What follows belongs to an exercise in optimizing a design on an open flow for small area; a production flow would make more cautious choices. The RTL was checked by simulation tests, not by an equivalence proof against the original design. Power and IR drop assume default switching activity.

Design top, start of the top module:
module top(
	input clk,
	input rst,
	output stop,
	input rx,
	output [7:0]segment_h,
	output [7:0]segment_l,
	output pul1,
	output pul2,
	output dir1,
	output dir2,
	output led1,
	output led2,
	output led3
);
Size in the first run: roughly 120 flip-flops, ~27 I/O pins.
Settings: LEC_CHECK=0, ABC_AREA=1, CAP_MARGIN=20, CORE_MARGIN=2, CORE_UTILIZATION=65, CTS_BUF_LIST=sky130_fd_sc_hd__clkbuf_4 sky130_fd_sc_hd__clkbuf_8, CTS_CLUSTER_DIAMETER=100, CTS_CLUSTER_SIZE=40, SLEW_MARGIN=20; clock period 16.0 ns.
standard.sh (not shown) runs the stock make flow with config.mk's settings and CLKGATE_MAP_FILE= SYNTH_SCRIPT=/design/flow/synth_recipe.tcl, a recipe that flattens the netlist after the stock synthesis.
==> flow/flow/run.sh <==
#!/bin/bash
# Standard layout with a smaller clock tree (no dummy loads, one buffer type)
# and the smallest buffer on the ports. Each tool's log is under orfs/logs;
# the whole make output goes to standard.log.
set -euo pipefail
export CTS_ARGS="-sink_clustering_enable -repair_clock_nets -sink_clustering_size 40 -sink_clustering_max_diameter 150 -buf_list sky130_fd_sc_hd__clkbuf_8 -root_buf sky130_fd_sc_hd__clkbuf_8 -dont_use_dummy_load"
export BUFFER_PORTS_ARGS="-buffer_cell sky130_fd_sc_hd__buf_1"
bash standard.sh > standard.log 2>&1
Rerun with:
==> flow/run.sh (new file) <==
#!/bin/bash
# synth_recipe.tcl (not shown) runs the flow's synth.tcl, then flattens the netlist and writes it again
# the make line also repeats each setting of config.mk as NAME=value (left out here)
make -C /OpenROAD-flow-scripts/flow DESIGN_CONFIG=/design/flow/config.mk WORK_HOME=/design/flow/orfs CLKGATE_MAP_FILE= SYNTH_SCRIPT=/design/flow/synth_recipe.tcl finish
removed: flow/flow/run.sh
removed: flow/standard.sh
Area after synthesis is unchanged.
Critical path depth rose by 1.
Core utilization grows by 1.9 points.
Wire length goes down by 0.46%.
Design area grows by 2.7%.
Non-clock buffer count is unchanged.
Combinational power climbs by about 4%.
Global-route usage goes up by 0.13 points.
Power is higher by 13%.
Hold slack is better by 0.0081 ns.
Die area does not change.

========
Another version of the RTL of top (not shown whole).
==> flow/config.mk <==
export PLATFORM = sky130hd
export DESIGN_NAME = top
export DESIGN_NICKNAME = top
export VERILOG_FILES = /design/flow/design.v
export SDC_FILE = /design/flow/constraint.sdc
export NUM_CORES = 4
export LEC_CHECK = 0
export ABC_AREA = 1
export CAP_MARGIN = 20
export CORE_MARGIN = 2
export CORE_UTILIZATION = 72
export SLEW_MARGIN = 20
==> flow/constraint.sdc <==
create_clock -name core_clock -period 16.0 [get_ports {clk}]
set_input_delay 3.2000 -clock core_clock [delete_from_list [all_inputs] [get_ports {clk}]]
set_output_delay 3.2000 -clock core_clock [all_outputs]
set_load 0.01 [all_outputs]
==> flow/flow/run.sh <==
#!/bin/bash
# The standard layout (standard.sh) with these changes:
#  - synthesis maps adders and comparators with Yosys's default ripple
#    structures: no Kogge-Stone carry lookahead (SYNTH_OPERATIONS_ARGS set)
#    and no separate half/full adder cells (ADDER_MAP_FILE empty)
#  - then the logic between the registers is mapped again with a stronger
#    ABC area script (flow/reopt.ys); the registers, their names and cell
#    types stay those of the standard synthesis
#  - clock tree: one buffer type and no dummy loads
#  - the smallest buffer on the ports
# Logs: synth.log and own.log (make), reopt.log (yosys), orfs/logs (each step).
set -euo pipefail
export CTS_ARGS="-sink_clustering_enable -repair_clock_nets -buf_list sky130_fd_sc_hd__clkbuf_4 -root_buf sky130_fd_sc_hd__clkbuf_8 -dont_use_dummy_load"
export BUFFER_PORTS_ARGS="-buffer_cell sky130_fd_sc_hd__buf_1"
sed 's|CLKGATE_MAP_FILE= |CLKGATE_MAP_FILE= ADDER_MAP_FILE= SYNTH_OPERATIONS_ARGS=-noshare |' standard.sh > own.sh
grep -q 'ADDER_MAP_FILE= SYNTH_OPERATIONS_ARGS=-noshare' own.sh
bash own.sh synth > synth.log 2>&1
R=orfs/results/sky130hd/top/base
YOSYS=${YOSYS_EXE:-$FLOW_HOME/../tools/install/yosys/bin/yosys}
cp "$FLOW_HOME/platforms/sky130hd/lib/sky130_fd_sc_hd__tt_025C_1v80.lib" lib.lib
python3 flow/genfunc.py lib.lib cells_func.v > genfunc.log 2>&1
cp $R/1_2_yosys.v reopt_in.v
"$YOSYS" -s flow/reopt.ys > reopt.log 2>&1
cp reopt_out.v $R/1_2_yosys.v
rm -f $R/1_synth.odb
bash own.sh > own.log 2>&1
rm -f lib.lib
Other scripts of this flow, unchanged in this note and not shown: flow/flow/genfunc.py, flow/flow/reopt.ys
Change:
--- a/flow/flow/run.sh
+++ b/flow/flow/run.sh
@@ -13 +13 @@
-export CTS_ARGS="-sink_clustering_enable -repair_clock_nets -buf_list sky130_fd_sc_hd__clkbuf_4 -root_buf sky130_fd_sc_hd__clkbuf_8 -dont_use_dummy_load"
+export CTS_ARGS="-sink_clustering_enable -repair_clock_nets -buf_list sky130_fd_sc_hd__clkbuf_8 -root_buf sky130_fd_sc_hd__clkbuf_8 -dont_use_dummy_load"
- CORE_UTILIZATION: 72 -> 65
What happened: Clock power grows by 31%; design area rises by 1.3%; count of clock-buffer cells in the layout stays the same; register-to-register slack gets better by 0.33 ns; die area grows by 10%; combinational power is lower by 4.3%.
Change:
--- a/flow/flow/run.sh
+++ b/flow/flow/run.sh
@@ -13 +13 @@
-export CTS_ARGS="-sink_clustering_enable -repair_clock_nets -buf_list sky130_fd_sc_hd__clkbuf_8 -root_buf sky130_fd_sc_hd__clkbuf_8 -dont_use_dummy_load"
+export CTS_ARGS="-sink_clustering_enable -repair_clock_nets -buf_list sky130_fd_sc_hd__clkbuf_4 -root_buf sky130_fd_sc_hd__clkbuf_8 -dont_use_dummy_load"
- CORE_UTILIZATION: 65 -> 78
Result: Global-route usage came out higher by 7.3 points; register-to-register slack hardly moves; die area came out lower by 16%; total power came out lower by 8.0%; utilization came out higher by 14 points; fmax is about the same; worst setup slack hardly moves.
Change:
- CAP_MARGIN: 20 -> 0
- CORE_UTILIZATION: 78 -> 72
- SLEW_MARGIN: 20 -> 0
Effect:
- first-iteration DRC count goes down by 16%
- setup slack is worse by 0.83 ns
- fmax goes down by 8.3%
- design area stays flat
- total power goes up by 0.93%
- clock-buffer cell count does not change
- via count goes up by 0.69%
- sequential power is about the same
- die area goes up by 8.0%
- hold slack is better by 0.019 ns
- utilization goes down by 7.7 points

[re-timing with driven ports]
In the flow no input, the clock included, has a driving cell. The finished layouts below were timed again as built, in two steps. Step 1 sets driving cells, clkbuf_16 on the clock port and buf_2 on the other inputs (assumed; they add their load-dependent delay and slew). Step 2 times the ports against the registers' clock, not the clock port: input delays grow and output delays shrink by t, the midpoint of the rising clock arrivals with the driver on. Three values: ideal, step 1, step 2; two values: the first two.
run | t (ns) | setup slack, ns | worst hold slack (ns) | slew at the worst register clock pin (ns) | cell pins on the clock port's net
the first run of note 1 | 0.477 | 10.127 / 10.127 / 10.127 | 0.479 / 0.479 / 0.479 | 0.09 / 0.09 | 1
the second run of note 1 | 0.486 | 10.128 / 10.128 / 10.128 | 0.487 / 0.487 / 0.487 | 0.09 / 0.09 | 1
the first run of note 2 | 0.448 | 6.510 / 6.510 / 6.510 | 0.495 / 0.495 / 0.495 | 0.11 / 0.11 | 1
the second run of note 2 | 0.457 | 6.844 / 6.844 / 6.844 | 0.465 / 0.465 / 0.465 | 0.07 / 0.07 | 1
the third run of note 2 | 0.446 | 6.845 / 6.845 / 6.845 | 0.475 / 0.475 / 0.475 | 0.11 / 0.11 | 1
the fourth run of note 2 | 0.448 | 6.017 / 6.017 / 6.017 | 0.493 / 0.493 / 0.493 | 0.11 / 0.11 | 1
After both steps setup and hold are still met in every run listed.
